From an optimization exercise on the open Yosys and OpenROAD flow, aimed at small area, a short achievable clock period and few clock cycles; shortcuts taken in it are not production practice. RTL that was checked went through simulation tests only; none was proved equivalent to the original. The RTL of runs 2 to 7 was laid out without a check of its function. Power and IR drop assume default switching activity.

### flow/config.mk
export PLATFORM = sky130hd
export DESIGN_NAME = top_module
export DESIGN_NICKNAME = top_module
export VERILOG_FILES = /design/flow/design.v
export SDC_FILE = /design/flow/constraint.sdc
export NUM_CORES = 4
export LEC_CHECK = 0
export ABC_AREA = 1
export CAP_MARGIN = 20
export CORE_MARGIN = 2
export CORE_UTILIZATION = 50
export PLACE_DENSITY = 0.65
export SETUP_SLACK_MARGIN = 2.0
export SLEW_MARGIN = 20
### flow/constraint.sdc
create_clock -name core_clock -period 5.0 [get_ports {clk}]
set_input_delay 1.0000 -clock core_clock [delete_from_list [all_inputs] [get_ports {clk}]]
set_output_delay 1.0000 -clock core_clock [all_outputs]
set_load 0.01 [all_outputs]
### flow/run.sh
#!/bin/bash
# synth_recipe.tcl (not shown) runs the flow's synth.tcl, then flattens the netlist and writes it again
# the make line also repeats each setting of config.mk as NAME=value (left out here)
make -C /OpenROAD-flow-scripts/flow DESIGN_CONFIG=/design/flow/config.mk WORK_HOME=/design/flow/orfs CLKGATE_MAP_FILE= SYNTH_SCRIPT=/design/flow/synth_recipe.tcl finish
### flow/design.v
`timescale 1ns / 1ps
module top_module(ans,sign,overflow,car,done,a,b,con,start,clk,rst);
    input [7:0] a;
    input [7:0] b;
    input [2:0] con;
    input start;
    input clk;
    input rst;
    output sign;
    output reg car,overflow,done;
    output [15:0] ans;
    function [10:0] add10;
        input [9:0] x;
        input [9:0] y;
        input       ci;
        reg   [9:0] g, p, gg, pp, gn, pn;
        integer k, l;
        begin
            g = x & y;
            p = x ^ y;
            g[0] = g[0] | (p[0] & ci);
            gg = g;
            pp = p;
            for (l = 1; l < 16; l = l * 2) begin
                gn = gg;
                pn = pp;
                for (k = 0; k < 10; k = k + 1)
                    if ((k / l) % 2 == 1) begin
                        gn[k] = gg[k] | (pp[k] & gg[(k / l) * l - 1]);
                        pn[k] = pp[k] & pp[(k / l) * l - 1];
                    end
                gg = gn;
                pp = pn;
            end
            add10 = {gg[9], p ^ {gg[8:0], ci}};
        end
    endfunction
    reg [15:0] R;       
    reg [7:0]  X;       
    reg [9:0]  Z;       
    reg [2:0]  cnt;     
    reg        c_neg;   
    reg        sa;      
    reg        mbusy, dbusy;
    reg        mflag;   
    assign ans = R;
    assign sign = mflag ? R[15] : R[7];
    wire idle = ~mbusy & ~dbusy;
    wire is_add = (con == 3'b000);
    wire is_sub = (con == 3'b001);
    wire is_mul = (con == 3'b010);
    wire is_div = (con == 3'b011);
    wire is_and = (con == 3'b100);
    wire is_or  = (con == 3'b101);
    wire is_not = (con == 3'b110);
    wire is_xor = (con == 3'b111);
    wire arith  = is_add | is_sub;
    wire [7:0]  bx  = b ^ {8{is_sub}};
    wire [9:0]  ain = is_mul ? {{2{a[7]}}, a} : {2'b00, a};
    wire [9:0]  bin = is_mul ? {a[7], a, 1'b0} : {2'b00, bx};
    wire [10:0] sumc = add10(ain, bin, is_sub);
    wire [9:0]  sum = sumc[9:0];
    wire        ov  = (a[7] == bx[7]) && (sum[7] != a[7]);
    function [7:0] mthermo;
        input [7:0] x;
        integer k;
        begin
            for (k = 0; k < 8; k = k + 1)
                mthermo[k] = x[7] ? ~((&((x >> k) | (8'hff << (8 - k)))) & (|(x << (8 - k))))
                                  : |(x >> k);
        end
    endfunction
    wire [7:0] ta = mthermo(a);
    wire [7:0] tb = mthermo(b);
    wire       qzero = |(tb & ~ta);
    wire       bzero = (b == 8'd0);
    function [2:0] t2b;
        input [7:0] t;
        begin
            t2b[0] = (t[0] & ~t[1]) | (t[2] & ~t[3]) | (t[4] & ~t[5]) | (t[6] & ~t[7]);
            t2b[1] = (t[1] & ~t[3]) | (t[5] & ~t[7]);
            t2b[2] = t[3] & ~t[7];
        end
    endfunction
    wire [2:0] la = t2b(ta);
    wire [2:0] lb = t2b(tb);
    wire [2:0] sh = la - lb;
    wire       dsign = a[7] ^ b[7];    
    wire       dfill = ~dsign;
    wire [7:0] bq  = b ^ {8{dfill}};
    wire [8:0] d1  = sh[0] ? {bq, dfill} : {bq[7], bq};
    wire [8:0] d2  = sh[1] ? {d1[6:0], {2{dfill}}} : d1;
    wire [8:0] dal = sh[2] ? {d2[4:0], {4{dfill}}} : d2;
    wire [7:0] dz_lo = a[7] ? ((a == 8'h80) ? 8'h02 : 8'h01) : 8'hff;
    wire [9:0] a1  = {{2{a[7]}}, a};
    wire [9:0] a2  = {a[7], a, 1'b0};
    wire [9:0] m0  = b[1] ? (b[0] ? sum : a2) : (b[0] ? a1 : 10'd0);
    wire [7:0] cap_lo = ({8{arith}}  & sum[7:0])
                      | ({8{is_and}} & (a & b))
                      | ({8{is_or}}  & (a | b))
                      | ({8{is_not}} & ~b)
                      | ({8{is_xor}} & (a ^ b))
                      | ({8{is_mul}} & {m0[1:0], b[7:2]})
                      | ({8{is_div & bzero}} & dz_lo);
    wire [7:0] cap_hi = ({8{is_div}} & a) | ({8{is_mul}} & m0[9:2]);
    function [9:0] booth;
        input [7:0] m;
        input [2:0] d;
        reg one, two;
        begin
            one = d[1] ^ d[0];
            two = (d[2] & ~d[1] & ~d[0]) | (~d[2] & d[1] & d[0]);
            booth = (({10{one}} & {{2{m[7]}}, m}) | ({10{two}} & {m[7], m, 1'b0}))
                  ^ {10{d[2]}};
        end
    endfunction
    wire [9:0] p    = {{2{R[15]}}, R[15:8]};
    wire [10:0] yc  = add10(p, Z, c_neg);
    wire [9:0] y    = yc[9:0];
    wire       yz   = c_neg ? (&(p ^ Z)) : ((p ^ Z) == {p[8:0] | Z[8:0], 1'b0});
    wire       qb   = sa ? (y[9] | yz) : ~y[9];
    reg  [7:0] qm1;
    reg        nz;
    integer    i;
    always @* begin
        nz = 1'b0;
        for (i = 0; i < 8; i = i + 1) begin
            qm1[i] = R[i] ^ ~nz;
            nz = nz | R[i];
        end
    end
    wire [7:0] qn   = qb ? {(c_neg ? R[6:0] : qm1[6:0]), 1'b1} : {R[6:0], 1'b0};
    wire [7:0] rn   = qb ? y[7:0] : R[15:8];
    wire [7:0] xn   = idle ? a : X;
    wire [2:0] dn   = idle ? {b[3:2], 1'b0} : R[3:1];
    wire [9:0] zmul = booth(xn, dn);
    wire [15:0] mulv = {y, R[7:2]};
    wire [15:0] divv = {rn, qn};
    wire        last = (cnt == 3'd0);
    always @(posedge clk) begin
        R <= ({16{mbusy}} & mulv) | ({16{dbusy}} & divv) | ({16{idle}} & {cap_hi, cap_lo});
        if (idle)
            mflag <= is_mul;
        car <= idle & arith & sum[8];
        overflow <= idle & arith & ov;
        cnt <= idle ? (is_mul ? 3'd2 : sh[2:0]) : cnt - 3'd1;
        X <= xn;
        if (dbusy) begin
            Z <= {Z[9], Z[9:1]};
        end else if (mbusy | is_mul) begin
            Z <= zmul;
            c_neg <= dn[2];
        end else begin
            Z <= {dal[8], dal};
            c_neg <= ~dsign;
        end
        if (idle)
            sa <= a[7];
        done <= ~rst & ((idle & start & ~is_mul & ~(is_div & ~bzero & ~qzero))
                        | (~idle & last));
        if (rst) begin
            mbusy <= 1'b0;
            dbusy <= 1'b0;
        end else if (idle) begin
            mbusy <= start & is_mul;
            dbusy <= start & is_div & ~bzero & ~qzero;
        end else if (last) begin
            mbusy <= 1'b0;
            dbusy <= 1'b0;
        end
    end
endmodule
==> impl_metrics.py, run 1 <==
metrics = {
    "clock_tree": {
        "cts_buffers": 5,
        "cts-root-buf": "clkbuf_8",
        "cts_sinks": 45,
        "clk_pin_slew_ns": 0.09,
        "cts.path.max_buffers": 2,
        "cts_tree": "done",
        "clk_latency_ns": 0.31,
        "ctsHtreeMaxLevel": 2,
        "cts_hold_buf": 0,
    },
    "worst_setup_path": {
        "crit_chain": "buf_8 > clkinvlp_4 > nand3_4 > clkinv_4 > o21ai_2 > a21oi_2 > fa_2 > fa_2 > nand3_2 > nand3_2 > inv_2 > fa_2 > a221oi_2 > a221oi_2 > o21ai_1",
        "cp-startpoint": "con[2]",
        "rr_worst_depth": 17,
        "critPathSlowestCell": "fa_2",
        "cp_num_buf_inv": 4,
        "r2r_start": "c_neg$_DFFE_PN_",
        "crit_family": "adder cells",
        "path_max_fanout": 4,
        "r2r_setup_slack_ns": 1.93,
        "regToRegEndpoint": "R[4]$_DFF_P_",
        "crit_top_cell": "fa_2",
        "slowest_delay_ns": 0.44,
        "cp-end-kind": "flop",
        "startpoint_type": "primary input",
        "cp.arrival_ns": 3.57,
        "crit_type": "primary input to flop",
        "cp.required_ns": 5.23,
    },
    "synth": {
        "syn_area_mm2": 0.00525,
        "synth.area.top_cells": "dfxtp_1 16%, nand2_1 15%, ha_1 11%, nand3_1 7.4%, inv_1 6.3%",
        "synth_top_cell_by_area": "dfxtp_1",
        "yosysSeqAreaShare_pct": 17.9,
        "ys_warn_count": 1,
        "syn_nets": 891,
        "synth.avg_cell_area_um2": 6.45,
        "synth_edf_count": 4,
        "ys_seq_elements": 45,
        "syn_inst": 814,
        "synth-main-ff-cell": "dfxtp_1",
        "synth.distinct_cells": 52,
        "synthArstFlopShare_pct": 0,
        "netlist.area_leader.share_pct": 15.6,
    },
    "layout": {
        "final_common_cell": "nand2_1",
        "antenna_cells": 0,
        "final_cell_mix": "176 x nand2_1, 70 x inv_1, 66 x buf_4",
        "fin_nets": 1003,
        "layout-drive-gt1-share_pct": 31.8,
        "areaGrowthSynthToFinish_pct": 39.3,
        "final_cell_count_no_fill": 1063,
    },
    "min_path": {
        "hp-start": "cnt[0]$_DFF_P_",
        "min_path_type": "flop to flop",
        "min_to": "cnt[0]$_DFF_P_",
        "min_delay_path_depth": 1,
    },
    "floorplanning": {
        "core-area_mm2": 0.0103,
        "start_util_pct": 51.1,
        "rows": 37,
        "io_pins": 42,
        "dieArea_mm2": 0.0113,
        "die_w_um": 106,
        "die_h_um": 106,
    },
    "grt": {
        "grt_max_degree": 26,
        "overflow": 0,
        "grt_pass1_vias": 5759,
        "grt_usage_pct": 33.9,
        "grt_antenna_before_repair": 0,
        "grt_pass1_wl_um": 30100,
    },
    "power_and_ir_drop": {
        "power_density_mw_per_mm2": 312,
        "p_leak_nw": 3.41,
        "ir_drop_v": 0.000204,
    },
    "detailed_routing": {
        "drt_wl_total_um": 19900,
        "drt_iter0_drc": 597,
        "viasPerCell": 5.91,
        "drc": 0,
        "num_vias": 6285,
        "dr.pass1.iters": 5,
        "final_antenna_net_count": 0,
        "wl_per_cell_um": 18.7,
    },
    "timing": {
        "fmax_mhz": 300,
        "skew_ns": 0.0122,
        "tightest_slew_ns": 0.625,
        "finalCritPeriodShare_pct": 66.7,
        "final-hold-violation-count": 0,
        "setup_viol": 0,
        "rsz0062_at_grt": "yes",
        "min_period_ns": 3.33,
        "final.setup.tns_ns": 0,
        "slew_headroom_pct": 58.3,
        "slew_viol_final": 0,
    },
    "status": {
        "status": "finished clean",
    },
    "placement": {
        "gp_congestion": 0.945,
        "placedCellCount": 979,
        "portBuffers": 41,
        "hpwl_um": 13800,
    },
    "run": {
        "drv_cap": 0,
    },
}
==> power by group <==
part / internal, mW / total [mW] / switching [mW]
Clock: 0.0987 / 0.234 / 0.135
Sequential: 0.442 / 0.528 / 0.0854
Combinational: 0.639 / 1.52 / 0.883
==> synth_stat cells (all sizes together) (5+ instances only) <==
| cell type | n |
|---|---|
| fa | 10 |
| clkbuf | 5 |
| a221oi | 5 |
| nand3b | 7 |
| xnor2 | 8 |
| o21ai | 56 |
| nor3 | 5 |
| a21oi | 48 |
| ha | 45 |
| xor2 | 10 |
| dfxtp | 41 |
| inv | 100 |
| nor2 | 74 |
| nand4 | 10 |
| nand2 | 217 |
| a22oi | 8 |
| buf | 19 |
| o22ai | 13 |
| o211ai | 6 |
| nand3 | 90 |
==> how the worst max path moves through the flow <==
stage / to / depth (start not counted)
finish: R[10]$_DFF_P_ / 15
global route: R[10]$_DFF_P_ / 15
CTS: R[10]$_DFF_P_ / 15
detailed placement: Z[9]$_DFFE_PN_ / 15
global placement: Z[9]$_DFFE_PN_ / 15
floorplan: R[4]$_DFF_P_ / 16
==> metal layers <==
metal	share of wire, %	vias to the layer above	global-route usage [%]
met5	0	-	0
met4	5.6	0	18.8
li1	-	2951	-
met3	8.1	89	4.29
met1	40	2888	43.7
met2	46	357	54.9
==> metrics by stage <==
step	utilization (%)	area [um^2]	power [mW]	hold slack [ns]	setup WS, ns
floorplan	-	5440	1.31	0.431	1.63
global placement	57.7	5930	1.62	0.442	0.576
detailed placement	57.7	5930	1.63	0.448	0.516
CTS	66.5	6840	2.05	0.461	1.68
global route	71.1	7310	2.44	0.479	1.56
finish	71.1	7310	2.28	0.465	1.67
==> registers in the layout, summed over array words and instances, names as in the netlist <==
signal	count
X	8
done	1
sa	1
overflow	1
mbusy	1
c_neg	1
cnt	3
car	1
Z	10
dbusy	1
mflag	1
R	16
==> what timing repair did <==
item | CTS | global route
endpoints found under the setup margin | 31 | 30
setup buffers | 58 | 17
gates resized for setup | 222 | 89
gates cloned | 1 | 0
pin swaps | 55 | 59
==> worst reg2reg max path, delay by kind of cell (launching register included) <==
family                   cells  cell delay (ns)
flip-flops                   1             0.47
AO/OA/AOI/OAI                1             0.32
buffers and inverters        3             0.26
AND/OR/NAND/NOR              9             0.83
XOR/XNOR                     1             0.14
adder cells (fa/ha/maj)      3             0.90
==> final cells by class <==
| cell class | count | area [um^2] |
|---|---|---|
| Clock inverter | 2 | 15.0 |
| Multi-Input combinational cell | 642 | 4450 |
| Timing Repair Buffer | 128 | 1220 |
| Fill cell | 845 | 2970 |
| Sequential cell | 45 | 943 |
| Inverter | 104 | 438 |
| Tap cell | 136 | 170 |
| Clock buffer | 6 | 72.6 |
==> kinds of logic (layout without fill, tap and decap cells) <==
| family | after synthesis | in the layout | share of synthesized area (%) |
|---|---|---|---|
| and+or+nand+nor | 407 | 408 | 36.4 |
| buffers and inverters | 128 | 240 | 10.0 |
| xor gates and xnor gates | 18 | 18 | 3.00 |
| adders and majority gates | 55 | 55 | 14.5 |
| DFF | 45 | 45 | 17.9 |
| AOI/OAI and AO/OA | 161 | 161 | 18.1 |
Testbench counts, summed over its fixed seeds: cycles 4,866.
==> inputs of run 2 (changes only) <==
--- a/flow/design.v
+++ b/flow/design.v
@@ -43,8 +43,10 @@
     reg        sa;      
     reg        mbusy, dbusy;
     reg        mflag;   
-    assign ans = R;
-    assign sign = mflag ? R[15] : R[7];
+    reg        qneg;    
+    wire [7:0] qout = (R[7:0] ^ {8{qneg}}) + {7'd0, qneg};
+    assign ans = {R[15:8], qout};
+    assign sign = mflag ? R[15] : qout[7];
     wire idle = ~mbusy & ~dbusy;
     wire is_add = (con == 3'b000);
     wire is_sub = (con == 3'b001);
@@ -117,19 +119,9 @@
     wire [9:0] p    = {{2{R[15]}}, R[15:8]};
     wire [10:0] yc  = add10(p, Z, c_neg);
     wire [9:0] y    = yc[9:0];
-    wire       yz   = c_neg ? (&(p ^ Z)) : ((p ^ Z) == {p[8:0] | Z[8:0], 1'b0});
+    wire       yz   = (y == 10'd0);
     wire       qb   = sa ? (y[9] | yz) : ~y[9];
-    reg  [7:0] qm1;
-    reg        nz;
-    integer    i;
-    always @* begin
-        nz = 1'b0;
-        for (i = 0; i < 8; i = i + 1) begin
-            qm1[i] = R[i] ^ ~nz;
-            nz = nz | R[i];
-        end
-    end
-    wire [7:0] qn   = qb ? {(c_neg ? R[6:0] : qm1[6:0]), 1'b1} : {R[6:0], 1'b0};
+    wire [7:0] qn   = {R[6:0], qb};
     wire [7:0] rn   = qb ? y[7:0] : R[15:8];
     wire [7:0] xn   = idle ? a : X;
     wire [2:0] dn   = idle ? {b[3:2], 1'b0} : R[3:1];
@@ -139,8 +131,10 @@
     wire        last = (cnt == 3'd0);
     always @(posedge clk) begin
         R <= ({16{mbusy}} & mulv) | ({16{dbusy}} & divv) | ({16{idle}} & {cap_hi, cap_lo});
-        if (idle)
+        if (idle) begin
             mflag <= is_mul;
+            qneg <= is_div & dsign & ~bzero;
+        end
         car <= idle & arith & sum[8];
         overflow <= idle & arith & ov;
         cnt <= idle ? (is_mul ? 3'd2 : sh[2:0]) : cnt - 3'd1;
==> flow/flow/run.sh (new file) <==
#!/bin/bash
# Standard layout, with fast input/output buffers, sizing not tied to the cell
# footprint, and adders left to ABC (no full/half-adder cell extraction).
set -euo pipefail
bash standard.sh MATCH_CELL_FOOTPRINT=0 "BUFFER_PORTS_ARGS=-buffer_cell sky130_fd_sc_hd__buf_2" ADDER_MAP_FILE= finish > standard_flow.log 2>&1
==> flow/standard.sh (new file) <==
#!/bin/bash
# synth_recipe.tcl (not shown) runs the flow's synth.tcl, then flattens the netlist and writes it again
# the make line also repeats each setting of config.mk as NAME=value (left out here)
make -C /OpenROAD-flow-scripts/flow DESIGN_CONFIG=/design/flow/config.mk WORK_HOME=/design/flow/orfs CLKGATE_MAP_FILE= SYNTH_SCRIPT=/design/flow/synth_recipe.tcl "${@:-finish}"
removed: flow/run.sh
==> impl_metrics.py, run 2 <==
metrics = {
    "clock_tree": {
        "cts_sinks": 46,
        "ctsHtreeMaxLevel": 2,
        "cts-root-buf": "clkbuf_8",
        "clk_latency_ns": 0.31,
        "cts_hold_buf": 0,
        "clk_pin_slew_ns": 0.09,
        "cts_buffers": 5,
        "cts.path.max_buffers": 2,
        "cts_tree": "done",
    },
    "worst_setup_path": {
        "crit_type": "flop to primary output",
        "startpoint_type": "flop",
        "cp.required_ns": 4.00,
        "cp.arrival_ns": 2.21,
        "path_max_fanout": 2,
        "cp-end-kind": "primary output",
    },
    "timing": {
        "final-hold-violation-count": 0,
        "min_period_ns": 3.21,
        "slew_viol_final": 0,
        "rsz0062_at_grt": "yes",
        "skew_ns": 0.00792,
        "setup_viol": 0,
        "tightest_slew_ns": 0.737,
        "final.setup.tns_ns": 0,
        "slew_headroom_pct": 50.5,
        "fin_ws_ns": 1.79,
        "hold_ws_ns": 0.489,
        "fmax_mhz": 312,
        "finalCritPeriodShare_pct": 64.1,
    },
    "synth": {
        "syn_inst": 877,
        "synth_most_common_cell": "nand2_1",
        "ys_warn_count": 1,
        "synth.distinct_cells": 54,
        "synth_edf_count": 5,
        "yosysSeqAreaShare_pct": 19.6,
        "syn_area_mm2": 0.00496,
        "synth-main-ff-cell": "dfxtp_1",
        "syn_nets": 899,
        "synthArstFlopShare_pct": 0,
        "synth_top_cell_by_area": "nand2_1",
        "synth.avg_cell_area_um2": 5.66,
        "ys_seq_elements": 46,
        "synth.area.top_cells": "nand2_1 21%, dfxtp_1 17%, nand3_1 8.5%, inv_1 7.4%, nor2_1 6.5%",
        "ys_top_cells_by_count": "277 x nand2_1, 98 x inv_1, 86 x nor2_1",
        "netlist.area_leader.share_pct": 20.9,
    },
    "floorplanning": {
        "dieArea_mm2": 0.0107,
        "die_h_um": 104,
        "io_pins": 42,
        "die_w_um": 104,
        "start_util_pct": 51.3,
        "rows": 36,
        "core-area_mm2": 0.00968,
    },
    "layout": {
        "largest_register": "R",
        "nFillCells": 988,
        "stdcell_area_mm2": 0.00576,
        "final_cell_mix": "273 x nand2_1, 91 x inv_1, 82 x nand3_1",
        "largest_reg_flops": 16,
        "fin_nets": 948,
        "largestRegisters": "R (16), Z (10), X (8)",
        "layout-drive-gt1-share_pct": 17.8,
        "final_common_cell": "nand2_1",
        "areaGrowthSynthToFinish_pct": 16.1,
        "antenna_cells": 0,
    },
    "detailed_routing": {
        "viasPerCell": 5.63,
        "final_antenna_net_count": 0,
        "dr.pass1.iters": 5,
        "drt_wl_total_um": 18000,
        "drc": 0,
        "wl_per_cell_um": 17.0,
        "drt_iter0_drc": 594,
        "num_vias": 5971,
    },
    "placement": {
        "pre_cts_slack_ns": 1.47,
        "place_area_mm2": 0.00514,
        "gp_congestion": 1.02,
        "hpwl_um": 13400,
        "portBuffers": 41,
    },
    "grt": {
        "grt_pass1_vias": 5390,
        "overflow": 0,
        "grt_pass1_wl_um": 27600,
        "grt_usage_pct": 32.1,
        "grt_antenna_before_repair": 0,
        "grt_max_degree": 26,
    },
    "min_path": {
        "min_path_type": "flop to flop",
    },
    "power_and_ir_drop": {
        "p_leak_nw": 2.92,
        "ir_drop_v": 0.000188,
        "power_density_mw_per_mm2": 300,
    },
    "status": {
        "status": "finished clean",
    },
    "run": {
        "drv_cap": 0,
    },
}
## run 2: cell count changes after synthesis, sizes merged, moves of 8 or more
cell,delta
nand2,+77
clkbuf,+8
xor2,+8
fa,-10
o21ai,-9
o22ai,+8
ha,-45
nor2,+23
## run 2: timing repair
item	in CTS	in global routing
buffers inserted	9	21
pin swaps	6	11
endpoints found under the setup margin	22	24
resized for setup	21	43
gates cloned	1	2
## run 2: stage by stage
stage               util (%)  power, mW  std cells
CTS                     55.9       1.66       1037
floorplan                  -       1.14        877
global placement        53.1       1.33       1019
detailed placement      53.1       1.35       1019
global route            59.5       1.86       1060
finish                  59.5       1.73       1060
## run 2: kinds of logic (layout without fill, tap and decap cells)
logic type	Yosys count	after routing	synth area share [%]
simple gates	509	512	44.4
flops	46	46	19.6
mux	1	1	0.227
compound gates	153	153	18.7
xor+xnor	26	26	4.74
buf+inv	142	189	12.4
## run 2: power breakdown
part / total [mW] / internal (mW) / switching [mW]
logic: 0.927 / 0.330 / 0.597
clock network: 0.283 / 0.149 / 0.134
registers: 0.520 / 0.446 / 0.0739
## run 2: critical path, cell delays in order (launching register included)
cell	delay, ns
edfxtp_1	0.43
inv_2	0.09
nor2_4	0.12
inv_2	0.06
nor3_4	0.15
nand2_2	0.11
nor3_4	0.15
buf_4	0.16
a21oi_4	0.06
xor2_2	0.20
buf_4	0.14
buf_4	0.13
buf_6	0.11
## run 2: cell type report
class                           instances  area [um^2]  share of cell area [%]
Tap cell                              133          166                    2.89
Sequential cell                        46          971                    16.9
Multi-Input combinational cell        692         3600                    62.5
Clock buffer                            6         72.6                    1.26
Inverter                              109          440                    7.64
Timing Repair Buffer                   72          472                    8.19
Clock inverter                          2         37.5                   0.651
## run 2: per-layer routing
metal / part of all wire [%] / global-route usage [%]
met5: 0 / 0
met4: 2.3 / 9.07
met3: 8.0 / 6.73
met2: 46 / 53.5
met1: 43 / 42.1
## run 2: final timing paths
path	from	end	slack, ns	depth (start not counted)
setup reg to reg	mbusy$_SDFFE_PP0P_	Z[9]$_DFFE_PN_	2.30	7
hold / removal	cnt[0]$_DFF_P_	cnt[0]$_DFF_P_	0.49	1
hold reg to reg	cnt[0]$_DFF_P_	cnt[0]$_DFF_P_	0.49	1
setup / recovery	qneg$_DFFE_PP_	ans[7]	1.79	12
==> inputs of run 3 (changes only) <==
--- a/flow/design.v
+++ b/flow/design.v
@@ -119,7 +119,7 @@
     wire [9:0] p    = {{2{R[15]}}, R[15:8]};
     wire [10:0] yc  = add10(p, Z, c_neg);
     wire [9:0] y    = yc[9:0];
-    wire       yz   = (y == 10'd0);
+    wire       yz   = c_neg ? (&(p ^ Z)) : ((p ^ Z) == {p[8:0] | Z[8:0], 1'b0});
     wire       qb   = sa ? (y[9] | yz) : ~y[9];
     wire [7:0] qn   = {R[6:0], qb};
     wire [7:0] rn   = qb ? y[7:0] : R[15:8];
==> impl_metrics.py, run 3 <==
metrics = {
    "status": {
        "status": "finished clean",
    },
    "worst_setup_path": {
        "startpoint_type": "flop",
        "cp.arrival_ns": 2.02,
        "critPathSlowestCell": "edfxtp_1",
        "cp-end-kind": "primary output",
        "cp.required_ns": 4.00,
        "slowest_delay_ns": 0.45,
        "crit_type": "flop to primary output",
        "path_max_fanout": 4,
        "crit_chain": "nand2_2 > nor2_4 > nand2_2 > nor2_4 > inv_2 > nor3_2 > inv_1 > o21ai_2 > xor2_2 > nor2_1 > a21oi_1 > buf_2",
    },
    "placement": {
        "gp_congestion": 0.989,
        "hpwl_um": 13600,
        "portBuffers": 41,
        "place_area_mm2": 0.00529,
        "placedCellCount": 1040,
    },
    "timing": {
        "fmax_mhz": 331,
        "final-hold-violation-count": 0,
        "final.setup.tns_ns": 0,
        "rsz0062_at_grt": "yes",
        "slew_viol_final": 0,
        "slew_headroom_pct": 41.1,
        "skew_ns": 0.00765,
        "setup_viol": 0,
        "tightest_slew_ns": 0.861,
        "finalCritPeriodShare_pct": 60.4,
        "min_period_ns": 3.02,
    },
    "floorplanning": {
        "io_pins": 42,
        "core-area_mm2": 0.0102,
        "die_w_um": 106,
        "die_h_um": 106,
        "rows": 37,
        "start_util_pct": 50.8,
        "dieArea_mm2": 0.0112,
    },
    "detailed_routing": {
        "viasPerCell": 5.62,
        "wl_per_cell_um": 16.6,
        "final_antenna_net_count": 0,
        "drt_wl_total_um": 17700,
        "dr.pass1.iters": 5,
        "drc": 0,
        "drt_iter0_drc": 550,
        "num_vias": 5999,
    },
    "synth": {
        "synth.avg_cell_area_um2": 5.73,
        "synth_most_common_cell": "nand2_1",
        "ys_top_cells_by_count": "281 x nand2_1, 94 x nor2_1, 92 x inv_1",
        "netlist.area_leader.share_pct": 20.4,
        "synth-main-ff-cell": "dfxtp_1",
        "synth_top_cell_by_area": "nand2_1",
        "syn_nets": 926,
        "ys_warn_count": 1,
        "syn_area_mm2": 0.00518,
        "yosysSeqAreaShare_pct": 18.8,
        "synthArstFlopShare_pct": 0,
        "synth.distinct_cells": 52,
        "syn_inst": 904,
        "synth.area.top_cells": "nand2_1 20%, dfxtp_1 16%, nand3_1 7.3%, nor2_1 6.8%, inv_1 6.7%",
        "ys_seq_elements": 46,
        "synth_edf_count": 5,
    },
    "grt": {
        "use_met1_pct": 42.2,
        "grt_max_degree": 28,
        "grt-busiest-layer": "met2",
        "met2_usage_pct": 51.1,
        "grt_pass1_vias": 5485,
        "grt_pass1_wl_um": 27800,
        "grt_usage_pct": 31.4,
        "overflow": 0,
        "met3_usage_pct": 6.25,
        "grt_antenna_before_repair": 0,
    },
    "power_and_ir_drop": {
        "total_power_mw": 1.71,
        "p_seq_share_pct": 30.4,
        "pwr-share-clk_pct": 14.4,
        "p_int_mw": 0.871,
        "power_density_mw_per_mm2": 300,
        "power.share.switching_pct": 49.0,
        "p_sw_mw": 0.837,
        "p_leak_nw": 2.89,
        "ir_drop_v": 0.000217,
        "combinationalPowerShare_pct": 55.2,
    },
    "layout": {
        "stdcell_area_mm2": 0.00569,
        "layout-drive-gt1-share_pct": 16.6,
        "largest_reg_flops": 16,
        "fin_nets": 953,
        "final_common_cell": "nand2_1",
        "final_cell_count_no_fill": 1068,
        "largestRegisters": "R (16), Z (10), X (8)",
        "antenna_cells": 0,
        "final_cell_mix": "277 x nand2_1, 91 x nor2_1, 88 x inv_1",
        "areaGrowthSynthToFinish_pct": 9.91,
        "largest_register": "R",
    },
    "clock_tree": {
        "cts_sinks": 46,
        "cts-root-buf": "clkbuf_8",
        "cts.path.max_buffers": 2,
        "cts_buffers": 5,
        "ctsHtreeMaxLevel": 2,
        "cts_tree": "done",
        "clk_latency_ns": 0.30,
        "clk_pin_slew_ns": 0.10,
    },
    "run": {
        "drv_cap": 0,
    },
    "min_path": {
        "min_path_type": "flop to flop",
    },
}
==> run 3: through the flow <==
| stage | setup WS [ns] | utilization (%) | hold slack, ns |
|---|---|---|---|
| 6_report | 1.98 | 55.9 | 0.474 |
| 5_1_grt | 1.82 | 55.9 | 0.509 |
| 4_1_cts | 1.88 | 53.3 | 0.478 |
| 3_5_place_dp | 1.49 | 52.0 | 0.461 |
| 3_3_place_gp | 1.58 | 52.0 | 0.459 |
| 2_1_floorplan | 2.14 | - | 0.436 |
==> run 3: timing repair <==
item / CTS / global route
pin swaps: 4 / 11
resized for setup: 8 / 39
endpoints found under the hold margin: 0 / 0
buffers inserted: 5 / 13
hold buffers: 0 / 0
endpoints found under the setup margin: 13 / 25
cloned: 0 / 2
==> run 3: cell type report <==
class / count / area (um^2)
timing repair buffer: 60 / 384
multi-input combinational: 710 / 3650
fill: 1080 / 4490
sequential: 46 / 975
tap: 136 / 170
clock inverter: 3 / 22.5
inverter: 108 / 422
clock buffer: 5 / 68.8
==> run 3: power groups by stage <==
stage | Sequential [mW] | Clock (mW) | Combinational (mW)
final | 0.520 | 0.245 | 0.943
after global routing | 0.529 | 0.262 | 1.05
after CTS | 0.517 | 0.248 | 0.893
after detailed placement | 0.526 | 0 | 0.879
after global placement | 0.525 | 0 | 0.870
after floorplan | 0.495 | 0 | 0.694
==> run 3: critical path: cells and delay by family, from the launching register on <==
family	cells	cell delay, ns
simple gates	6	0.56
flops	1	0.45
buf+inv	3	0.26
compound gates	2	0.26
xor+xnor	1	0.18
==> run 3: per-layer routing <==
layer,part of all wire [%],vias up
li1,-,2989
met1,44,2720
met2,45,256
met3,8.6,34
met4,2.6,0
met5,0,-
==> run 3: kinds of logic after synthesis <==
group                     count (synthesis)  share of synthesized area, %
and+or+nand+nor                         522                          45.1
AOI/OAI and AO/OA                       157                          18.2
buffers and inverters                   150                          13.0
DFF                                      46                          18.8
xor gates and xnor gates                 29                          4.91
==> run 3: final timing paths <==
path                      start  slack (ns)  cells after the start             end
min reg2reg        Z[3]$_DFF_P_        0.47                      2    Z[2]$_DFF_P_
max              qneg$_DFFE_PP_        1.98                     12            sign
min                Z[3]$_DFF_P_        0.47                      2    Z[2]$_DFF_P_
max reg2reg  dbusy$_SDFFE_PP0P_        2.18                      8  Z[9]$_DFFE_PN_
==> inputs of run 4 (changes only) <==
--- a/flow/design.v
+++ b/flow/design.v
@@ -44,7 +44,16 @@
     reg        mbusy, dbusy;
     reg        mflag;   
     reg        qneg;    
-    wire [7:0] qout = (R[7:0] ^ {8{qneg}}) + {7'd0, qneg};
+    wire [7:0] qlo;                  
+    assign qlo[0] = 1'b0;
+    assign qlo[1] = R[0];
+    assign qlo[2] = R[0] | R[1];
+    assign qlo[3] = qlo[2] | R[2];
+    assign qlo[4] = qlo[2] | (R[2] | R[3]);
+    assign qlo[5] = qlo[4] | R[4];
+    assign qlo[6] = qlo[4] | (R[4] | R[5]);
+    assign qlo[7] = qlo[4] | (R[4] | R[5] | R[6]);
+    wire [7:0] qout = R[7:0] ^ ({8{qneg}} & qlo);
     assign ans = {R[15:8], qout};
     assign sign = mflag ? R[15] : qout[7];
     wire idle = ~mbusy & ~dbusy;
==> impl_metrics.py, run 4 <==
metrics = {
    "placement": {
        "portBuffers": 41,
        "hpwl_um": 13600,
        "gp_congestion": 1.02,
        "pre_cts_slack_ns": 1.53,
    },
    "detailed_routing": {
        "drt_iter0_drc": 455,
        "viasPerCell": 5.69,
        "dr.pass1.iters": 7,
        "wl_per_cell_um": 16.6,
        "drc": 0,
        "num_vias": 6003,
        "final_antenna_net_count": 0,
        "drt_wl_total_um": 17500,
    },
    "worst_setup_path": {
        "cp.arrival_ns": 2.95,
        "slowest_delay_ns": 0.68,
        "cp-end-kind": "flop",
        "critPathSlowestCell": "nor2_2",
        "path_max_fanout": 18,
        "crit_chain": "nor2_2 > o21ai_0 > nand2_1 > inv_1 > nor2_1 > o21ai_0 > or2_2 > nand3_1 > nand2_1",
        "cp_num_buf_inv": 1,
        "cp.required_ns": 5.05,
        "startpoint_type": "flop",
        "crit_type": "flop to flop",
        "crit_family": "simple AND/OR/NAND/NOR gates",
    },
    "floorplanning": {
        "dieArea_mm2": 0.0109,
        "die_w_um": 104,
        "rows": 36,
        "start_util_pct": 51.6,
        "core-area_mm2": 0.00977,
        "io_pins": 42,
        "die_h_um": 104,
    },
    "timing": {
        "final.setup.tns_ns": 0,
        "finalCritPeriodShare_pct": 57.8,
        "fin_ws_ns": 2.11,
        "tightest_slew_ns": 0.771,
        "final-hold-violation-count": 0,
        "fmax_mhz": 346,
        "hold_ws_ns": 0.476,
        "slew_viol_final": 0,
        "min_period_ns": 2.89,
        "slew_headroom_pct": 48.5,
        "rsz0062_at_grt": "yes",
        "skew_ns": 0.0103,
        "setup_viol": 0,
    },
    "clock_tree": {
        "cts_hold_buf": 0,
        "cts_sinks": 46,
        "cts-root-buf": "clkbuf_8",
        "clk_latency_ns": 0.31,
        "cts_buffers": 5,
        "ctsHtreeMaxLevel": 2,
        "cts_tree": "done",
        "clk_pin_slew_ns": 0.10,
        "cts.path.max_buffers": 2,
    },
    "synth": {
        "yosysSeqAreaShare_pct": 19.3,
        "synthArstFlopShare_pct": 0,
        "ys_seq_elements": 46,
        "synth.area.top_cells": "nand2_1 21%, dfxtp_1 16%, nand3_1 7.9%, inv_1 7.5%, nor2_1 6.1%",
        "syn_nets": 902,
        "syn_inst": 880,
        "synth.avg_cell_area_um2": 5.73,
        "ys_top_cells_by_count": "279 x nand2_1, 101 x inv_1, 82 x nor2_1",
        "syn_area_mm2": 0.00504,
        "synth-main-ff-cell": "dfxtp_1",
        "ys_warn_count": 1,
        "netlist.area_leader.share_pct": 20.8,
        "synth_edf_count": 5,
        "synth_most_common_cell": "nand2_1",
        "synth.distinct_cells": 49,
        "synth_top_cell_by_area": "nand2_1",
    },
    "layout": {
        "areaGrowthSynthToFinish_pct": 12.5,
        "layout-drive-gt1-share_pct": 17.5,
        "largest_reg_flops": 16,
        "final_common_cell": "nand2_1",
        "seq_area_um2": 973,
        "fin_nets": 943,
        "largestRegisters": "R (16), Z (10), X (8)",
        "nFillCells": 1065,
        "largest_register": "R",
        "final_cell_mix": "271 x nand2_1, 95 x inv_1, 79 x nand3_1",
        "multi_input_area_mm2": 0.00356,
        "antenna_cells": 0,
    },
    "grt": {
        "grt_max_degree": 23,
        "overflow": 0,
        "grt_antenna_before_repair": 0,
        "grt_pass1_wl_um": 27700,
        "grt_pass1_vias": 5420,
        "grt_usage_pct": 31.6,
    },
    "run": {
        "drv_cap": 0,
    },
    "power_and_ir_drop": {
        "ir_drop_v": 0.000141,
        "power_density_mw_per_mm2": 300,
        "p_leak_nw": 2.86,
    },
    "min_path": {
        "min_path_type": "flop to flop",
    },
    "status": {
        "status": "finished clean",
    },
}
run 4: cells by family after synthesis:
| kind of cell | synth area share [%] |
|---|---|
| buffers and inverters | 12.5 |
| AO/OA/AOI/OAI | 19.2 |
| XOR/XNOR | 4.52 |
| flip-flops | 19.3 |
| AND/OR/NAND/NOR | 44.5 |
run 4: routing by layer:
layer	GRT usage [%]	up-vias	wire, um
met5	0	-	0
met4	11.5	0	557
met3	5.51	47	1340
met2	51.4	258	8090
met1	41.9	2744	7550
li1	-	2954	-
run 4: layout make-up:
cell class	instances	area share [%]
repair buffers	66	7.19
clock inverters	2	0.265
clock buffers	6	1.65
inverters	113	8.05
multi-input cells	689	62.7
well taps	133	2.93
flip-flops and latches	46	17.2
run 4: worst min-delay path: stages, from the launching register on:
cell	delay, ns
dfxtp_1	0.33
inv_1	0.06
o21ai_1	0.05
run 4: power breakdown:
group | total, mW | switching, mW | internal, mW
registers | 0.513 | 0.0680 | 0.445
logic | 0.916 | 0.604 | 0.312
clock network | 0.272 | 0.143 | 0.129
total | 1.70 | 0.815 | 0.886
run 4: per-stage QoR:
| step | cell area (um^2) | std cells | util, % | power (mW) |
|---|---|---|---|---|
| after CTS | 5350 | 1033 | 54.7 | 1.65 |
| after global routing | 5670 | 1055 | 58.0 | 1.82 |
| after global placement | 5220 | 1024 | 53.4 | 1.36 |
| after floorplan | 5040 | 880 | - | 1.16 |
| after detailed placement | 5220 | 1024 | 53.4 | 1.37 |
| final | 5670 | 1055 | 58.0 | 1.70 |
run 4: path summary, 6_finish.rpt:
path	from	end	slack [ns]	depth (start not counted)
hold / removal	Z[3]$_DFF_P_	Z[2]$_DFF_P_	0.48	2
hold reg to reg	Z[3]$_DFF_P_	Z[2]$_DFF_P_	0.48	2
setup / recovery	mbusy$_SDFFE_PP0P_	Z[9]$_DFFE_PN_	2.11	9
setup reg to reg	mbusy$_SDFFE_PP0P_	Z[9]$_DFFE_PN_	2.11	9
run 4: what timing repair did:
action | in CTS | in global routing
pin swaps | 1 | 8
gates resized for setup | 5 | 51
hold endpoints to repair | 0 | 0
endpoints found under the setup margin | 11 | 24
setup buffers | 1 | 22
==> inputs of run 5 (changes only) <==
--- a/flow/design.v
+++ b/flow/design.v
@@ -41,21 +41,11 @@
     reg [2:0]  cnt;     
     reg        c_neg;   
     reg        sa;      
+    reg        Rx;      
     reg        mbusy, dbusy;
     reg        mflag;   
-    reg        qneg;    
-    wire [7:0] qlo;                  
-    assign qlo[0] = 1'b0;
-    assign qlo[1] = R[0];
-    assign qlo[2] = R[0] | R[1];
-    assign qlo[3] = qlo[2] | R[2];
-    assign qlo[4] = qlo[2] | (R[2] | R[3]);
-    assign qlo[5] = qlo[4] | R[4];
-    assign qlo[6] = qlo[4] | (R[4] | R[5]);
-    assign qlo[7] = qlo[4] | (R[4] | R[5] | R[6]);
-    wire [7:0] qout = R[7:0] ^ ({8{qneg}} & qlo);
-    assign ans = {R[15:8], qout};
-    assign sign = mflag ? R[15] : qout[7];
+    assign ans = {R[15:8] + {7'd0, sa}, R[7:0]};
+    assign sign = mflag ? R[15] : R[7];
     wire idle = ~mbusy & ~dbusy;
     wire is_add = (con == 3'b000);
     wire is_sub = (con == 3'b001);
@@ -113,7 +103,20 @@
                       | ({8{is_xor}} & (a ^ b))
                       | ({8{is_mul}} & {m0[1:0], b[7:2]})
                       | ({8{is_div & bzero}} & dz_lo);
-    wire [7:0] cap_hi = ({8{is_div}} & a) | ({8{is_mul}} & m0[9:2]);
+    reg  [8:0] am1;
+    reg        az;
+    integer    t;
+    always @* begin
+        az = 1'b1;
+        for (t = 0; t < 8; t = t + 1) begin
+            am1[t] = a[t] ^ az;
+            az = az & ~a[t];
+        end
+        am1[8] = a[7] & ~az;
+    end
+    wire [8:0] ad = a[7] ? am1 : {1'b0, a};
+    wire [7:0] cap_hi = ({8{is_div}} & ad[7:0]) | ({8{is_mul}} & m0[9:2]);
+    wire       cap_x  = (is_div & ad[8]) | (is_mul & m0[9]);
     function [9:0] booth;
         input [7:0] m;
         input [2:0] d;
@@ -125,25 +128,33 @@
                   ^ {10{d[2]}};
         end
     endfunction
-    wire [9:0] p    = {{2{R[15]}}, R[15:8]};
+    wire [9:0] p    = {Rx, Rx, R[15:8]};
     wire [10:0] yc  = add10(p, Z, c_neg);
     wire [9:0] y    = yc[9:0];
-    wire       yz   = c_neg ? (&(p ^ Z)) : ((p ^ Z) == {p[8:0] | Z[8:0], 1'b0});
-    wire       qb   = sa ? (y[9] | yz) : ~y[9];
-    wire [7:0] qn   = {R[6:0], qb};
-    wire [7:0] rn   = qb ? y[7:0] : R[15:8];
+    wire       qb   = ~(y[9] ^ sa);
+    reg  [7:0] qm1;
+    reg        nz;
+    integer    i;
+    always @* begin
+        nz = 1'b0;
+        for (i = 0; i < 8; i = i + 1) begin
+            qm1[i] = R[i] ^ ~nz;
+            nz = nz | R[i];
+        end
+    end
+    wire [7:0] qn   = qb ? {(c_neg ? R[6:0] : qm1[6:0]), 1'b1} : {R[6:0], 1'b0};
+    wire [8:0] rn   = qb ? y[8:0] : {Rx, R[15:8]};
     wire [7:0] xn   = idle ? a : X;
     wire [2:0] dn   = idle ? {b[3:2], 1'b0} : R[3:1];
     wire [9:0] zmul = booth(xn, dn);
     wire [15:0] mulv = {y, R[7:2]};
-    wire [15:0] divv = {rn, qn};
+    wire [15:0] divv = {rn[7:0], qn};
     wire        last = (cnt == 3'd0);
     always @(posedge clk) begin
         R <= ({16{mbusy}} & mulv) | ({16{dbusy}} & divv) | ({16{idle}} & {cap_hi, cap_lo});
-        if (idle) begin
+        Rx <= (mbusy & y[9]) | (dbusy & rn[8]) | (idle & cap_x);
+        if (idle)
             mflag <= is_mul;
-            qneg <= is_div & dsign & ~bzero;
-        end
         car <= idle & arith & sum[8];
         overflow <= idle & arith & ov;
         cnt <= idle ? (is_mul ? 3'd2 : sh[2:0]) : cnt - 3'd1;
@@ -158,7 +169,7 @@
             c_neg <= ~dsign;
         end
         if (idle)
-            sa <= a[7];
+            sa <= is_div & a[7];
         done <= ~rst & ((idle & start & ~is_mul & ~(is_div & ~bzero & ~qzero))
                         | (~idle & last));
         if (rst) begin
==> impl_metrics.py, run 5 <==
metrics = {
    "worst_setup_path": {
        "crit_type": "primary input to flop",
        "crit_top_cell": "nand2_1",
        "cp.arrival_ns": 3.19,
        "startpoint_type": "primary input",
        "critPathSlowestCell": "o211ai_1",
        "crit_chain": "buf_2 > clkinvlp_4 > nor2_4 > buf_4 > nand2_2 > o211ai_1 > nand2_1 > nor2_1 > nand3_1 > nand2_1 > nand2_1 > nand2_1 > nand2_1 > nand2_1 > nand2_1 > nand3_1",
        "path_max_fanout": 11,
        "cp.required_ns": 5.26,
        "cp-end-kind": "flop",
        "regToRegEndpoint": "Z[9]$_DFFE_PN_",
        "r2r_setup_slack_ns": 2.27,
        "slowest_delay_ns": 0.26,
        "rr_worst_depth": 11,
        "r2r_start": "mbusy$_SDFFE_PP0P_",
    },
    "grt": {
        "grt_antenna_before_repair": 0,
        "grt_pass1_wl_um": 28500,
        "grt_usage_pct": 31.5,
        "grt_max_degree": 27,
        "overflow": 0,
        "grt_pass1_vias": 5419,
    },
    "synth": {
        "synth.avg_cell_area_um2": 5.78,
        "ys_warn_count": 1,
        "ys_seq_elements": 46,
        "synthArstFlopShare_pct": 0,
        "syn_inst": 922,
        "synth_edf_count": 4,
        "syn_area_mm2": 0.00533,
        "netlist.area_leader.share_pct": 18.3,
        "synth_top_cell_by_area": "nand2_1",
        "syn_nets": 944,
        "synth.area.top_cells": "nand2_1 18%, dfxtp_1 16%, nand3_1 9.5%, inv_1 7.0%, nor2_1 6.6%",
        "ys_top_cells_by_count": "260 x nand2_1, 101 x nand3_1, 100 x inv_1",
        "synth.distinct_cells": 47,
        "synth_most_common_cell": "nand2_1",
        "yosysSeqAreaShare_pct": 18.0,
        "synth-main-ff-cell": "dfxtp_1",
    },
    "min_path": {
        "min_to": "cnt[0]$_DFF_P_",
        "min_delay_path_depth": 1,
        "hp-start": "cnt[0]$_DFF_P_",
        "min_path_type": "flop to flop",
    },
    "layout": {
        "areaGrowthSynthToFinish_pct": 11.7,
        "final_cell_count_no_fill": 1096,
        "largest_register": "R",
        "nFillCells": 1089,
        "final_cell_mix": "253 x nand2_1, 100 x nand3_1, 91 x inv_1",
        "fin_util_pct": 57.7,
        "final_common_cell": "nand2_1",
        "largest_reg_flops": 16,
        "layout-drive-gt1-share_pct": 17.6,
        "antenna_cells": 0,
        "largestRegisters": "R (16), Z (10), X (8)",
        "fin_nets": 981,
    },
    "status": {
        "status": "finished clean",
    },
    "floorplanning": {
        "die_h_um": 107,
        "dieArea_mm2": 0.0115,
        "rows": 37,
        "start_util_pct": 51.6,
        "io_pins": 42,
        "die_w_um": 107,
        "core-area_mm2": 0.0103,
    },
    "clock_tree": {
        "cts-root-buf": "clkbuf_8",
        "cts_sinks": 46,
        "clk_pin_slew_ns": 0.10,
        "cts_buffers": 5,
        "cts_tree": "done",
        "cts_hold_buf": 0,
        "clk_latency_ns": 0.31,
        "cts.path.max_buffers": 2,
        "ctsHtreeMaxLevel": 2,
    },
    "placement": {
        "placedCellCount": 1059,
        "gp_congestion": 0.937,
        "portBuffers": 41,
        "pre_cts_slack_ns": 1.23,
        "hpwl_um": 13900,
    },
    "timing": {
        "skew_ns": 0.00648,
        "setup_viol": 0,
        "rsz0062_at_grt": "yes",
        "slew_headroom_pct": 31.6,
        "tightest_slew_ns": 1.00,
        "fin_ws_ns": 2.07,
        "final.setup.tns_ns": 0,
        "finalCritPeriodShare_pct": 58.6,
        "slew_viol_final": 0,
        "fmax_mhz": 341,
        "final-hold-violation-count": 0,
        "min_period_ns": 2.93,
    },
    "power_and_ir_drop": {
        "p_int_mw": 0.912,
        "power_density_mw_per_mm2": 290,
        "p_leak_nw": 2.93,
        "pwr-share-clk_pct": 16.8,
        "combinationalPowerShare_pct": 53.3,
        "total_power_mw": 1.73,
        "p_seq_share_pct": 29.9,
        "ir_drop_v": 0.000214,
        "power.share.switching_pct": 47.2,
        "p_sw_mw": 0.814,
    },
    "detailed_routing": {
        "final_antenna_net_count": 0,
        "viasPerCell": 5.80,
        "wl_per_cell_um": 16.9,
        "drt_iter0_drc": 712,
        "drc": 0,
        "num_vias": 6353,
        "drt_wl_total_um": 18600,
        "dr.pass1.iters": 6,
    },
    "run": {
        "drv_cap": 0,
    },
}
run 5: changes by cell type after synthesis, sizes merged, moves of 9 or more:
cell / change
nand3: +22
nand2: -20
o21ai: +14
nor2: +12
o2111ai: -11
buf: +9
o22ai: -9
run 5: repair_timing:
item                       in CTS  in global routing
setup buffers                   5                 21
pin swaps                       0                  9
setup endpoints to repair      25                 30
resized for setup               7                 48
cloned                          1                  2
run 5: worst max path at each step:
stage	start	end	slack [ns]	cells after the start
3_5_place_dp	con[1]	R[14]$_DFF_P_	1.23	17
3_3_place_gp	con[1]	R[14]$_DFF_P_	1.23	17
4_1_cts	a[2]	Z[9]$_DFFE_PN_	2.05	16
2_1_floorplan	a[1]	Z[9]$_DFFE_PN_	2.23	16
5_1_grt	con[1]	R[14]$_DFF_P_	1.93	17
6_report	con[1]	R[14]$_DFF_P_	2.07	16
run 5: power groups by stage:
stage          logic (mW)  registers [mW]  clock network (mW)
6_report            0.920           0.517               0.289
5_1_grt              1.02           0.525               0.310
4_1_cts             0.853           0.516               0.296
3_5_place_dp        0.842           0.525                   0
3_3_place_gp        0.833           0.521                   0
2_1_floorplan       0.692           0.496                   0
run 5: layout make-up:
type                    instances  area (um^2)  area share (%)
multi-input cells             728         3830            64.3
flip-flops and latches         46          961            16.1
repair buffers                 69          439            7.38
inverters                     108          439            7.38
well taps                     136          170            2.86
clock buffers                   5         68.8            1.16
clock inverters                 3         43.8           0.736
repair inverters                1         5.00          0.0841
run 5: per-layer routing:
metal / GRT usage (%) / wire, um / share of wire (%) / vias to the layer above
met5: 0 / 0 / 0 / -
met4: 9.83 / 549 / 3.0 / 0
met3: 3.65 / 1460 / 7.8 / 61
met2: 50.9 / 8450 / 45 / 319
met1: 43.8 / 8120 / 44 / 2874
li1: - / - / - / 3099
run 5: worst max-delay path: cells and delay by family:
kind            cells  cell delay (ns)
simple gates       12             1.44
compound gates      1             0.26
buf+inv             3             0.48
run 5: stage by stage:
stage	instance area (um^2)	hold WS (ns)
after CTS	5620	0.492
after detailed placement	5440	0.479
after global placement	5440	0.472
after floorplan	5330	0.454
final	5950	0.493
after global routing	5950	0.522
run 5: cells by family after synthesis:
kind of cell	after synthesis	share of synthesized area (%)
muxes	1	0.211
AOI/OAI and AO/OA	166	18.6
DFF	46	18.0
xor gates and xnor gates	34	5.59
and+or+nand+nor	525	44.6
buffers and inverters	150	12.9
==> inputs of run 6 (changes only) <==
--- a/flow/design.v
+++ b/flow/design.v
@@ -73,25 +73,26 @@
     endfunction
     wire [7:0] ta = mthermo(a);
     wire [7:0] tb = mthermo(b);
+    wire [7:0] u  = ta & ~tb;
     wire       qzero = |(tb & ~ta);
     wire       bzero = (b == 8'd0);
-    function [2:0] t2b;
-        input [7:0] t;
-        begin
-            t2b[0] = (t[0] & ~t[1]) | (t[2] & ~t[3]) | (t[4] & ~t[5]) | (t[6] & ~t[7]);
-            t2b[1] = (t[1] & ~t[3]) | (t[5] & ~t[7]);
-            t2b[2] = t[3] & ~t[7];
+    wire [7:1] ge;
+    genvar g;
+    generate
+        for (g = 1; g < 8; g = g + 1) begin : run
+            assign ge[g] = |(u & (u >> (g - 1)));
         end
-    endfunction
-    wire [2:0] la = t2b(ta);
-    wire [2:0] lb = t2b(tb);
-    wire [2:0] sh = la - lb;
+    endgenerate
+    wire [2:0] sh;
+    assign sh[2] = ge[4];
+    assign sh[1] = (ge[2] & ~ge[4]) | ge[6];
+    assign sh[0] = (ge[1] & ~ge[2]) | (ge[3] & ~ge[4]) | (ge[5] & ~ge[6]) | ge[7];
     wire       dsign = a[7] ^ b[7];    
     wire       dfill = ~dsign;
     wire [7:0] bq  = b ^ {8{dfill}};
-    wire [8:0] d1  = sh[0] ? {bq, dfill} : {bq[7], bq};
+    wire [8:0] d1  = sh[2] ? {bq[4:0], {4{dfill}}} : {bq[7], bq};
     wire [8:0] d2  = sh[1] ? {d1[6:0], {2{dfill}}} : d1;
-    wire [8:0] dal = sh[2] ? {d2[4:0], {4{dfill}}} : d2;
+    wire [8:0] dal = sh[0] ? {d2[7:0], dfill} : d2;
     wire [7:0] dz_lo = a[7] ? ((a == 8'h80) ? 8'h02 : 8'h01) : 8'hff;
     wire [9:0] a1  = {{2{a[7]}}, a};
     wire [9:0] a2  = {a[7], a, 1'b0};
--- a/flow/config.mk
+++ b/flow/config.mk
@@ -5,10 +5,10 @@
 export SDC_FILE = /design/flow/constraint.sdc
 export NUM_CORES = 4
 export LEC_CHECK = 0
-export ABC_AREA = 1
+export ABC_CLOCK_PERIOD_IN_PS = 2500
 export CAP_MARGIN = 20
 export CORE_MARGIN = 2
 export CORE_UTILIZATION = 50
 export PLACE_DENSITY = 0.65
-export SETUP_SLACK_MARGIN = 2.0
+export SETUP_SLACK_MARGIN = 1.4
 export SLEW_MARGIN = 20
==> impl_metrics.py, run 6 <==
metrics = {
    "timing": {
        "tightest_slew_ns": 0.961,
        "slew_headroom_pct": 35.4,
        "final-hold-violation-count": 0,
        "skew_ns": 0.00647,
        "fmax_mhz": 283,
        "setup_viol": 0,
        "slew_viol_final": 0,
        "rsz0062_at_grt": "yes",
        "finalCritPeriodShare_pct": 70.8,
        "min_period_ns": 3.54,
        "fin_ws_ns": 1.46,
        "final.setup.tns_ns": 0,
    },
    "layout": {
        "final_cell_mix": "68 x nand2_1, 64 x nor2_1, 57 x xnor2_1",
        "nFillCells": 1043,
        "multi_input_area_mm2": 0.00421,
        "antenna_cells": 0,
        "largest_reg_flops": 16,
        "largest_register": "R",
        "layout-drive-gt1-share_pct": 19.8,
        "final_common_cell": "nand2_1",
        "fin_nets": 754,
        "largestRegisters": "R (16), Z (10), X (8)",
        "stdcell_area_mm2": 0.00608,
        "final_cell_count_no_fill": 873,
        "areaGrowthSynthToFinish_pct": 11.2,
        "seq_area_um2": 961,
    },
    "synth": {
        "synth_top_cell_by_area": "dfxtp_1",
        "synth.distinct_cells": 87,
        "synth-main-ff-cell": "dfxtp_1",
        "syn_area_mm2": 0.00547,
        "synth.area.top_cells": "dfxtp_1 15%, xnor2_1 9.1%, nand2_1 4.7%, nor2_1 4.4%, xor2_1 3.7%",
        "synth_most_common_cell": "nand2_1",
        "yosysSeqAreaShare_pct": 17.6,
        "netlist.area_leader.share_pct": 15.4,
        "ys_seq_elements": 46,
        "ys_warn_count": 1,
        "syn_nets": 753,
        "syn_inst": 731,
        "synth_edf_count": 4,
        "synthArstFlopShare_pct": 0,
        "synth.avg_cell_area_um2": 7.48,
        "ys_top_cells_by_count": "68 x nand2_1, 64 x nor2_1, 57 x xnor2_1",
    },
    "power_and_ir_drop": {
        "ir_drop_v": 0.000224,
        "total_power_mw": 1.50,
        "p_leak_nw": 2.30,
        "power_density_mw_per_mm2": 247,
    },
    "grt": {
        "grt_max_degree": 30,
        "grt_pass1_wl_um": 27700,
        "overflow": 0,
        "grt_antenna_before_repair": 0,
        "grt_usage_pct": 29.9,
        "grt_pass1_vias": 5252,
    },
    "clock_tree": {
        "ctsHtreeMaxLevel": 2,
        "cts_buffers": 5,
        "clk_pin_slew_ns": 0.09,
        "cts_sinks": 46,
        "clk_latency_ns": 0.32,
        "cts.path.max_buffers": 2,
        "cts_tree": "done",
        "cts-root-buf": "clkbuf_8",
    },
    "detailed_routing": {
        "drt_wl_total_um": 17600,
        "viasPerCell": 6.57,
        "dr.pass1.iters": 6,
        "drt_iter0_drc": 613,
        "drc": 0,
        "num_vias": 5734,
        "wl_per_cell_um": 20.2,
        "final_antenna_net_count": 0,
    },
    "placement": {
        "place_area_mm2": 0.00551,
        "gp_congestion": 0.921,
        "portBuffers": 41,
        "placedCellCount": 841,
        "pre_cts_slack_ns": 0.730,
        "hpwl_um": 12300,
    },
    "worst_setup_path": {
        "r2r_setup_slack_ns": 1.56,
        "cp-end-kind": "flop",
        "r2r_start": "c_neg$_DFFE_PN_",
        "critPathSlowestCell": "or4b_4",
        "startpoint_type": "primary input",
        "path_max_fanout": 16,
        "crit_chain": "buf_4 > or4b_4 > nor4b_4 > and2_4 > a22o_1 > a21oi_2 > and3_1 > a221o_1 > or4_1 > a21oi_1 > o31ai_1",
        "cp.required_ns": 5.21,
        "regToRegEndpoint": "R[13]$_DFF_P_",
        "crit_type": "primary input to flop",
        "slowest_delay_ns": 0.59,
        "cp.arrival_ns": 3.75,
        "rr_worst_depth": 9,
    },
    "min_path": {
        "min_path_type": "flop to flop",
        "min_delay_path_depth": 2,
        "hp-start": "X[6]$_DFF_P_",
        "min_to": "X[6]$_DFF_P_",
    },
    "floorplanning": {
        "die_w_um": 109,
        "rows": 38,
        "core-area_mm2": 0.0107,
        "dieArea_mm2": 0.0118,
        "io_pins": 42,
        "start_util_pct": 50.9,
        "die_h_um": 109,
    },
    "status": {
        "status": "finished clean",
    },
    "run": {
        "drv_cap": 0,
    },
}
==> run 6: kinds of logic after synthesis <==
| logic type | synth area share [%] |
|---|---|
| XOR/XNOR | 13.2 |
| buffers and inverters | 9.26 |
| AO/OA/AOI/OAI | 32.5 |
| flip-flops | 17.6 |
| adder cells (fa/ha/maj) | 1.10 |
| AND/OR/NAND/NOR | 22.5 |
| multiplexers | 3.91 |
==> run 6: layer usage <==
| layer | global-route usage (%) | vias up | routed length (um) |
|---|---|---|---|
| met5 | 0 | - | 0 |
| met4 | 10.2 | 0 | 478 |
| met3 | 3.92 | 37 | 1320 |
| met2 | 49.4 | 279 | 8380 |
| met1 | 40.0 | 2717 | 7450 |
| li1 | - | 2701 | - |
==> run 6: how the worst max path moves through the flow <==
stage / from / end / slack [ns] / cells past startpoint
after floorplan: a[0] / Z[5]$_DFF_P_ / 1.28 / 13
after global placement: con[0] / R[13]$_DFF_P_ / 0.85 / 11
after detailed placement: con[0] / R[13]$_DFF_P_ / 0.73 / 11
after CTS: a[5] / Z[5]$_DFF_P_ / 1.41 / 10
after global routing: a[6] / Z[5]$_DFF_P_ / 1.35 / 11
final: a[1] / Z[5]$_DFF_P_ / 1.46 / 11
==> run 6: report_power, final <==
part           switching (mW)  internal, mW
logic                   0.410         0.322
registers              0.0805         0.425
clock network           0.139         0.127
total                   0.629         0.874
==> run 6: worst max-delay path, delay by kind of cell <==
family / cells / cell delay (ns)
and+or+nand+nor: 5 / 1.75
AOI/OAI and AO/OA: 5 / 0.81
buffers and inverters: 1 / 0.19
==> run 6: stage by stage <==
stage                     util [%]  hold WS [ns]
after global placement        51.3         0.468
after global routing          56.6         0.532
after detailed placement      51.3         0.475
after CTS                     54.0         0.496
after floorplan                  -         0.449
final                         56.6         0.506
==> run 6: layout make-up <==
class / instances / share of cell area, %
tap: 140 / 2.88
multi-input combinational: 581 / 69.2
timing repair buffer: 74 / 8.91
clock buffer: 7 / 1.58
sequential: 46 / 15.8
clock inverter: 1 / 0.144
inverter: 24 / 1.50
==> run 6: repair_timing <==
item / in CTS / in global routing
setup endpoints to repair: 17 / 13
gates resized for setup: 31 / 48
setup buffers: 13 / 11
pin swaps: 10 / 22
gates cloned: 0 / 0
hold buffers: 0 / 0
==> inputs of run 7 (changes only) <==
--- a/flow/config.mk
+++ b/flow/config.mk
@@ -10,5 +10,5 @@
 export CORE_MARGIN = 2
 export CORE_UTILIZATION = 50
 export PLACE_DENSITY = 0.65
-export SETUP_SLACK_MARGIN = 1.4
+export SETUP_SLACK_MARGIN = 1.1
 export SLEW_MARGIN = 20
==> impl_metrics.py, run 7 <==
metrics = {
    "placement": {
        "placedCellCount": 843,
        "portBuffers": 41,
        "hpwl_um": 12100,
        "place_area_mm2": 0.00553,
        "gp_congestion": 0.888,
    },
    "synth": {
        "yosysSeqAreaShare_pct": 17.6,
        "synth.area.top_cells": "dfxtp_1 15%, xnor2_1 9.1%, nand2_1 4.7%, nor2_1 4.4%, xor2_1 3.7%",
        "ys_warn_count": 1,
        "ys_top_cells_by_count": "68 x nand2_1, 64 x nor2_1, 57 x xnor2_1",
        "synth_most_common_cell": "nand2_1",
        "netlist.area_leader.share_pct": 15.4,
        "syn_nets": 753,
        "syn_inst": 731,
        "synth_edf_count": 4,
        "synth-main-ff-cell": "dfxtp_1",
        "ys_seq_elements": 46,
        "synthArstFlopShare_pct": 0,
        "synth.avg_cell_area_um2": 7.48,
        "synth_top_cell_by_area": "dfxtp_1",
        "synth.distinct_cells": 87,
        "syn_area_mm2": 0.00547,
    },
    "power_and_ir_drop": {
        "power_density_mw_per_mm2": 259,
        "ir_drop_v": 0.000150,
        "p_leak_nw": 2.17,
        "combinationalPowerShare_pct": 47.0,
        "p_sw_mw": 0.617,
        "power.share.switching_pct": 41.4,
        "p_seq_share_pct": 33.9,
        "pwr-share-clk_pct": 19.1,
        "p_int_mw": 0.872,
    },
    "layout": {
        "largest_reg_flops": 16,
        "largest_register": "R",
        "final_cell_count_no_fill": 858,
        "final_cell_mix": "68 x nand2_1, 64 x nor2_1, 57 x xnor2_1",
        "final_common_cell": "nand2_1",
        "fin_util_pct": 53.5,
        "largestRegisters": "R (16), Z (10), X (8)",
        "fin_nets": 739,
        "antenna_cells": 0,
        "layout-drive-gt1-share_pct": 15.6,
        "nFillCells": 1085,
        "stdcell_area_mm2": 0.00575,
        "areaGrowthSynthToFinish_pct": 5.12,
    },
    "worst_setup_path": {
        "startpoint_type": "primary input",
        "path_max_fanout": 14,
        "slowest_delay_ns": 0.52,
        "crit_chain": "buf_2 > nor4_4 > nand3_2 > a211oi_4 > a21o_1 > o21ai_1 > and2_1 > a221o_1 > or4_1 > a21oi_1 > o31ai_1",
        "crit_type": "primary input to flop",
        "critPathSlowestCell": "nor4_4",
        "cp-end-kind": "flop",
        "cp.required_ns": 5.21,
        "cp.arrival_ns": 3.99,
    },
    "clock_tree": {
        "cts_sinks": 46,
        "cts.path.max_buffers": 2,
        "cts_buffers": 5,
        "cts-root-buf": "clkbuf_8",
        "cts_tree": "done",
        "clk_pin_slew_ns": 0.09,
        "ctsHtreeMaxLevel": 2,
        "cts_hold_buf": 0,
        "clk_latency_ns": 0.31,
    },
    "detailed_routing": {
        "final_antenna_net_count": 0,
        "num_vias": 5601,
        "drt_iter0_drc": 636,
        "drt_wl_total_um": 17000,
        "viasPerCell": 6.53,
        "dr.pass1.iters": 5,
        "drc": 0,
        "wl_per_cell_um": 19.8,
    },
    "floorplanning": {
        "rows": 38,
        "die_w_um": 109,
        "die_h_um": 109,
        "dieArea_mm2": 0.0118,
        "start_util_pct": 50.9,
        "io_pins": 42,
        "core-area_mm2": 0.0107,
    },
    "timing": {
        "final-hold-violation-count": 0,
        "final.setup.tns_ns": 0,
        "slew_headroom_pct": 39.4,
        "fmax_mhz": 265,
        "hold_ws_ns": 0.504,
        "finalCritPeriodShare_pct": 75.6,
        "rsz0062_at_grt": "no",
        "skew_ns": 0.0155,
        "tightest_slew_ns": 0.903,
        "min_period_ns": 3.78,
        "slew_viol_final": 0,
        "setup_viol": 0,
    },
    "grt": {
        "grt_usage_pct": 29.2,
        "grt_pass1_wl_um": 27000,
        "grt_pass1_vias": 5244,
        "grt_max_degree": 30,
        "overflow": 0,
        "grt_antenna_before_repair": 0,
    },
    "status": {
        "status": "finished clean",
    },
    "min_path": {
        "min_path_type": "flop to flop",
    },
    "run": {
        "drv_cap": 0,
    },
}
[run 7: cell counts after synthesis]
Identical to the previous run, type by type.
[run 7: power groups by stage]
stage                     Combinational [mW]  Sequential (mW)  Clock [mW]
after CTS                              0.685            0.503       0.286
after detailed placement               0.681            0.511           0
after global routing                   0.761            0.512       0.301
final                                  0.700            0.504       0.284
after global placement                 0.669            0.509           0
after floorplan                        0.573            0.468           0
[run 7: metrics by stage]
stage               setup slack, ns  power (mW)
detailed placement            0.655        1.19
global placement              0.766        1.18
CTS                            1.10        1.47
global route                   1.09        1.57
floorplan                      1.11        1.04
finish                         1.22        1.49
[run 7: kinds of logic after synthesis]
logic type | after synthesis | synth area share, %
XOR/XNOR | 81 | 13.2
AO/OA/AOI/OAI | 237 | 32.5
adder cells (fa/ha/maj) | 6 | 1.10
multiplexers | 21 | 3.91
AND/OR/NAND/NOR | 236 | 22.5
flip-flops | 46 | 17.6
buffers and inverters | 104 | 9.26
[run 7: routing by layer]
layer	track usage [%]	routed length [um]	part of all wire (%)	vias up
met5	0	0	0	-
met2	47.5	8020	47	219
met4	10.4	447	2.6	0
li1	-	-	-	2661
met1	39.6	7450	44	2687
met3	3.86	1090	6.4	34
[run 7: repair_timing]
action / CTS / global route
pin swaps: 0 / 6
cloned: 0 / 0
gates resized for setup: 1 / 17
setup buffers: 0 / 7
setup endpoints to repair: 1 / 7
hold endpoints to repair: 0 / 0
[run 7: cell type report]
class / count / area (um^2) / share of cell area, %
clock buffer: 5 / 68.8 / 1.20
clock inverter: 3 / 40.0 / 0.696
inverter: 24 / 91.3 / 1.59
multi-input combinational: 581 / 4050 / 70.4
sequential: 46 / 961 / 16.7
tap: 140 / 175 / 3.05
timing repair buffer: 59 / 364 / 6.33
[run 7: worst max-delay path, delay by kind of cell]
kind                   cells  cell delay, ns
and+or+nand+nor            4            1.36
buffers and inverters      1            0.21
AOI/OAI and AO/OA          6            1.40
[run 7: worst paths after layout]
kind	start	to	slack [ns]	cells past startpoint
worst min register to register	X[0]$_DFF_P_	X[0]$_DFF_P_	0.50	2
worst max register to register	c_neg$_DFFE_PN_	R[13]$_DFF_P_	1.56	9
worst max-delay path	b[5]	Z[5]$_DFF_P_	1.22	11
worst min-delay path	X[0]$_DFF_P_	X[0]$_DFF_P_	0.50	2

==> separate check: timing with driven ports <==
In the flow no input, the clock included, has a driving cell. The finished layouts below were timed again as built, in two steps. Step 1 assumes that a clkbuf_16 drives the clock port and a buf_2 every other input. Step 2, shift: input delay + t, output delay - t, t = (earliest + latest rising clock arrival at the registers) / 2. This alone moves slack from input paths to output paths. Three values: ideal, step 1, step 2; two values: the first two.
run	shift t [ns]	slack for setup (ns)	hold slack, ns
run 1	0.335	1.666 / 1.648 / 1.313	0.465 / 0.465 / 0.465
run 2	0.337	1.794 / 1.762 / 1.729	0.489 / 0.489 / 0.489
run 3	0.335	1.979 / 1.944 / 1.835	0.474 / 0.474 / 0.474
run 4	0.340	2.108 / 2.080 / 1.831	0.476 / 0.476 / 0.476
run 5	0.340	2.070 / 2.081 / 1.741	0.493 / 0.493 / 0.493
run 6	0.347	1.462 / 1.432 / 1.085	0.506 / 0.506 / 0.506
run 7	0.339	1.221 / 1.234 / 0.895	0.504 / 0.504 / 0.504
After both steps every run listed still meets setup and hold. For run 6, which loses most, drivers alone change the setup slack by -0.030 ns; drivers and shift together by -0.377 ns.
